Source: an optimization exercise on an open RTL-to-GDS flow (aim: small area and a short achievable clock period). Production flows keep margins and buffers that such runs may drop.
Function was checked by simulation only, so behaviour that the tests miss may differ from the original.
Power and IR drop assume default switching activity.

`run.sh`:
```
#!/bin/bash
# synth_recipe.tcl (not shown) runs the flow's synth.tcl, then flattens the netlist and writes it again
# the make line also repeats each setting of config.mk as NAME=value (left out here)
make -C /OpenROAD-flow-scripts/flow DESIGN_CONFIG=/design/flow/config.mk WORK_HOME=/design/flow/orfs CLKGATE_MAP_FILE= SYNTH_SCRIPT=/design/flow/synth_recipe.tcl finish
```
`design.v`:
```
module bit_population_counter #(
  parameter WIDTH = 24
)(
  input  logic                       clk_i,
  input  logic                       srst_i,
  input  logic [WIDTH - 1:0]         data_i,
  input  logic                       data_val_i,
  output logic [$clog2(WIDTH) - 1:0] data_o,
  output logic                       data_val_o
);
  localparam WIDTH_ALLIGNED     = 2**$clog2(WIDTH);
  localparam OUT_DATA_SIZE      = $clog2(WIDTH);
  localparam LNUMBER_OF_WINDOWS = $clog2(WIDTH_ALLIGNED / 4);
  localparam NUMBER_OF_BUFFERS  = LNUMBER_OF_WINDOWS + 1;
  logic [WIDTH_ALLIGNED - 1:0]                                                 data_i_buf;
  logic [LNUMBER_OF_WINDOWS - 1:0]                                             data_val_buf;
  logic [NUMBER_OF_BUFFERS - 1:0][WIDTH_ALLIGNED/4 - 1:0][OUT_DATA_SIZE - 1:0] buffers;
  assign data_i_buf = (WIDTH_ALLIGNED)'(data_i);
  genvar k;
  generate
    for ( k = 0; k < WIDTH_ALLIGNED / 4; k++ )
      begin: initial_count
        assign buffers[0][k] = data_i_buf[k*4] + data_i_buf[k*4 + 1] + data_i_buf[k*4 + 2] + data_i_buf[k*4 + 3];
      end
  endgenerate
  genvar i;
  generate
    for ( i = 1; i < LNUMBER_OF_WINDOWS + 1; i++ )
      begin: adding
        always_ff @( posedge clk_i )
          begin
            for ( int j = 0; j < WIDTH_ALLIGNED / (2**(2+i)); j++ )
              begin
                buffers[i][j] <= buffers[i - 1][j*2] + buffers[i - 1][j*2 + 1];
              end
          end
      end
  endgenerate
  assign data_o = buffers[NUMBER_OF_BUFFERS - 1][0];
  always_ff @( posedge clk_i )
    begin
      if ( srst_i )
        data_val_buf <= '0;
      else
        data_val_buf <= { data_val_buf[LNUMBER_OF_WINDOWS - 2:0], data_val_i };  
    end
  assign data_val_o = data_val_buf[LNUMBER_OF_WINDOWS - 1];
endmodule
module bit_population_counter_top (
  input  logic                    clk_i,
  input  logic                    srst_i,
  input  logic [127:0]             data_i,
  input  logic                     data_val_i,
  output logic [$clog2(128) - 1:0] data_o,
  output logic                     data_val_o
);
  logic                     srst;
  logic [127:0]              data;
  logic                      data_val;
  logic [$clog2(128) - 1:0] data_output;
  logic                     data_val_output;
  always_ff @( posedge clk_i )
    begin
      srst     <= srst_i;
      data     <= data_i;
      data_val <= data_val_i; 
    end 
  bit_population_counter #(
    .WIDTH      ( 128              )
  ) bit_population_counter (
    .clk_i      ( clk_i           ),
    .srst_i     ( srst            ),
    .data_i     ( data            ),
    .data_val_i ( data_val        ),
    .data_o     ( data_output     ),
    .data_val_o ( data_val_output )  
);
  always_ff @( posedge clk_i )
    begin
      data_o     <= data_output;
      data_val_o <= data_val_output;
    end
endmodule
```
`constraint.sdc`:
```
create_clock -name core_clock -period 2.6 [get_ports {clk_i}]
set_input_delay 0.5200 -clock core_clock [delete_from_list [all_inputs] [get_ports {clk_i}]]
set_output_delay 0.5200 -clock core_clock [all_outputs]
set_load 0.01 [all_outputs]
```
`config.mk`:
```
export PLATFORM = sky130hd
export DESIGN_NAME = bit_population_counter_top
export DESIGN_NICKNAME = bit_population_counter_top
export VERILOG_FILES = /design/flow/design.v
export SDC_FILE = /design/flow/constraint.sdc
export NUM_CORES = 4
export LEC_CHECK = 0
export CAP_MARGIN = 20
export CORE_MARGIN = 2
export CORE_UTILIZATION = 40
export SLEW_MARGIN = 20
```
==> results.txt <==
[power by group through the flow]
stage	clock [mW]	combinational [mW]	sequential (mW)
finish	4.90	5.15	6.29
floorplan	0	3.97	6.25
global placement	0	5.11	6.40
detailed placement	0	5.20	6.39
global route	5.27	6.11	6.43
CTS	5.06	5.25	6.31
[placed cells by master, fill, tap and decap left out, types with 2 or more instances in the layout]
cell type | netlist | final
clkbuf_16 | 0 | 37
ha_1 | 182 | 176
o21bai_1 | 20 | 20
a211oi_2 | 2 | 2
bufinv_16 | 0 | 5
xor2_1 | 18 | 18
dfxtp_1 | 292 | 290
inv_1 | 218 | 217
clkbuf_1 | 0 | 8
o21ai_0 | 24 | 24
clkinv_2 | 0 | 5
fa_1 | 79 | 76
nand2b_1 | 14 | 14
a211oi_1 | 14 | 14
ha_2 | 0 | 4
nor2b_1 | 13 | 13
dfxtp_2 | 0 | 2
a21o_1 | 21 | 21
clkbuf_8 | 0 | 3
a21oi_1 | 35 | 35
ha_4 | 0 | 2
xnor2_1 | 34 | 34
clkdlybuf4s50_1 | 0 | 138
nor2_1 | 12 | 12
fa_2 | 0 | 3
[timing repair]
item / CTS / global route
buffers inserted: 0 / 1
endpoints found under the hold margin: 0 / 0
gates resized for setup: 0 / 12
setup endpoints to repair: 0 / 6
[registers in the layout (all words and copies together) (netlist names)]
register,cells
srst,1
data_o,7
bit_population_counter.buffers,149
data_val_o,1
data_val,1
bit_population_counter.data_val_buf,5
data,128
[kinds of logic (layout without fill, tap and decap cells)]
kind of cell / after synthesis / count (layout) / share of synthesized area
adders and majority gates: 261 / 261 / 0.323
buffers and inverters: 218 / 415 / 0.0685
and+or+nand+nor: 39 / 39 / 0.0179
DFF: 292 / 292 / 0.489
AOI/OAI and AO/OA: 118 / 118 / 0.0629
xor gates and xnor gates: 52 / 52 / 0.0381
[metal layers]
metal / up-vias / wire length, µm / share of wire
li1: 3401 / - / -
met1: 2910 / 7590 / 0.47
met2: 116 / 7440 / 0.46
met3: 38 / 856 / 0.052
met4: 0 / 422 / 0.026
met5: - / 0 / 0
[final cells by class]
| type | instances | area, µm² | share of cell area |
|---|---|---|---|
| repair buffers | 139 | 1390 | 0.0924 |
| clock inverters | 10 | 175 | 0.0116 |
| clock buffers | 48 | 997 | 0.0663 |
| inverters | 218 | 818 | 0.0544 |
| multi-input cells | 470 | 5320 | 0.354 |
| well taps | 390 | 488 | 0.0325 |
| flip-flops and latches | 292 | 5850 | 0.389 |
[worst register-to-register path, cell delays in order, from the launching register on]
cell     delay [ns]
dfxtp_1        0.30
ha_1           0.30
fa_1           0.50
inv_1          0.05
fa_1           0.42
inv_1          0.07
ha_2           0.17
inv_1          0.05
fa_2           0.52
inv_1          0.04
[through the flow]
stage	power [mW]	cell area, µm²	setup WS (ns)
floorplan	10.2	11900	0.176
CTS	16.6	15000	0.0899
global route	17.8	15000	-0.0104
global placement	11.5	13800	0.135
finish	16.3	15000	0.100
detailed placement	11.6	13800	0.0770
[worst max path at each step]
stage                                                        endpoint  slack [ns]  cells past startpoint
after global placement    bit_population_counter.buffers[233]$_DFF_P_        0.14                      9
after CTS                 bit_population_counter.buffers[331]$_DFF_P_        0.09                      9
after detailed placement  bit_population_counter.buffers[233]$_DFF_P_        0.08                      9
after floorplan           bit_population_counter.buffers[233]$_DFF_P_        0.18                      9
final                     bit_population_counter.buffers[274]$_DFF_P_        0.10                      9
after global routing      bit_population_counter.buffers[274]$_DFF_P_       -0.01                      9
==> impl_metrics.csv <==
group,metric,value,unit
worst_setup_path,crit_path_start_kind,"flop",
synth,yosysWarningCount,2,
layout,fin_util,0.510,
hold_path,worstHoldEndpoint,"data_o[4]$_DFF_P_",
power_and_ir_drop,seqPwrFrac,0.385,
route,num_vias,6465,
layout,antenna_cells,0,
power_and_ir_drop,p_sw_frac,0.290,
power_and_ir_drop,comb_power_share,0.315,
worst_setup_path,path_cells,"ha_1 > fa_1 > inv_1 > fa_1 > inv_1 > ha_2 > inv_1 > fa_2 > inv_1",
die,start_util,0.405,
synth,syn_area,11900,µm²
global_routing,grt-ovfl-total,0,
clock_tree,clk_path_buf_depth,3,
worst_setup_path,cp_slowest_cell,"fa_2",
power_and_ir_drop,p_switching,4.74,mW
power_and_ir_drop,power.density,1090,nW/µm²
synth,yosysUniqueCellTypes,17,
layout,final_nets,1547,
worst_setup_path,arrival,2.89,ns
die,die_h,177,µm
sta,fmaxAchievable,400,MHz
die,io_pins,139,
global_routing,grt_max_degree,14,
layout,syn_to_final_growth,25.9,%
worst_setup_path,cp.buffers_inverters,4,
layout,fin_cells,1567,
global_routing,grtUsageMet3,0.0266,
clock_tree,cts.sinks,292,
sta,final-setup-viol-count,0,
worst_setup_path,end_kind,"flop",
global_routing,met2_usage,0.185,
clock_tree,ctsHoldBuffers,0,
global_routing,grt.busiest_layer,"met2",
synth,yosysTopAreaCellShare,0.489,
sta,finalCriticalPeriod,2.50,ns
outcome,outcome,"no timing/DRC/antenna violations",
worst_setup_path,startpoint,"data[61]$_DFF_P_",
synth,yosys.area.top_type,"dfxtp_1",
clock_tree,worstSkewPairLatency,0.49,ns
synth,synth_edf_count,0,
worst_setup_path,r2r_slack,0.10,ns
clock_tree,htree_levels,2,
synth,synthCells,980,
hold_path,hold_depth,0,
synth,synth_common_cells,"292 x dfxtp_1, 218 x inv_1, 182 x ha_1, 79 x fa_1, 35 x a21oi_1",
global_routing,antenna_found_initial,0,
route,drc,0,
synth,ys_ff_latch,292,
run,drv_cap,0,
layout,drive_gt1_frac,0.0569,
worst_setup_path,critPathMaxStageDelay,0.52,ns
place,gp_congestion,0.710,
sta,skew,0.0118,ns
global_routing,grt_pass1_wl,29300,µm
sta,tightest_slew,0.223,ns
route,avgRoutedWirePerCell,10.4,µm
place,dp.cells,1508,
synth,ys_top_cells_by_area,"dfxtp_1 49%, ha_1 19%, fa_1 13%",
die,core-area,29500,µm²
synth,synth_nets,1372,
die,die_width,177,µm
worst_setup_path,r2r_start,"data[61]$_DFF_P_",
synth,synth_ff_type,"dfxtp_1",
clock_tree,clk_pin_slew_worst_paths,0.06,ns
sta,tns,0,ns
synth,yosysMostFrequentCell,"dfxtp_1",
power_and_ir_drop,p_clk_frac,0.300,
global_routing,grt_pass1_vias,6760,
clock_tree,numCtsBuffers,34,
layout,fillCellCount,2614,
worst_setup_path,required,2.99,ns
place,portBuffers,138,
route,drt_iter0_drc,133,
sta,slew_viol_final,0,
worst_setup_path,crit_type,"flop to flop",
route,ant_nets,0,
sta,period_share,0.961,
power_and_ir_drop,p_int,11.6,mW
die,die_area,31300,µm²
route,wl,16300,µm
clock_tree,cts_tree,"yes",
global_routing,grt_use_met1,0.146,
worst_setup_path,worst_path_most_repeated_cell,"inv_1",
sta,holdWs,0.325,ns
clock_tree,cts-root-buf,"clkbuf_16",
die,floorplan.rows,63,
synth,async_reset_ff_frac,0,
power_and_ir_drop,vdd_ir_drop_max,0.000525,V
worst_setup_path,crit_fanout,2,
synth,synth.avg_cell_area,12.2,µm²
worst_setup_path,crit_family,"adder cells",
sta,hold_viol_final,0,
route,dr.pass1.iters,4,
power_and_ir_drop,leakagePower,7.28,nW
global_routing,track_usage,0.113,
hold_path,min_from,"bit_population_counter.buffers[1124]$_DFF_P_",
worst_setup_path,reg2reg_to,"bit_population_counter.buffers[274]$_DFF_P_",
place,dp_hpwl,12500,µm
worst_setup_path,reg2regPathDepth,9,
hold_path,hp-class,"flop to flop",
route,vias_per_cell,4.13,
synth,yosysSeqAreaShare,0.489,
sta,relSlewSlack,0.851,

-- re-timing with driven ports --
The results above use ideal ports. As a check the final layout listed here was re-extracted and re-timed, cells and wires unchanged. Step 1 assumes that a clkbuf_16 drives the clock port and a buf_2 every other input. Step 2 adds t to the input delays and takes it off the output delays; t is the mean of the earliest and latest rising clock arrival at the registers after step 1. Input paths then give back, and output paths get back, about the clock's delay inside the block. Slacks: no drivers / after step 1 / after step 2; pairs: no drivers / after step 1.
t, ns: 0.536
setup WS [ns]: 0.100 / 0.100 / 0.100
worst register clock-pin slew, ns: 0.06 / 0.06
After both steps this run still meets setup and hold. The setup slack of this run moves by 0.000 ns with the drivers and by 0.000 ns with both steps.
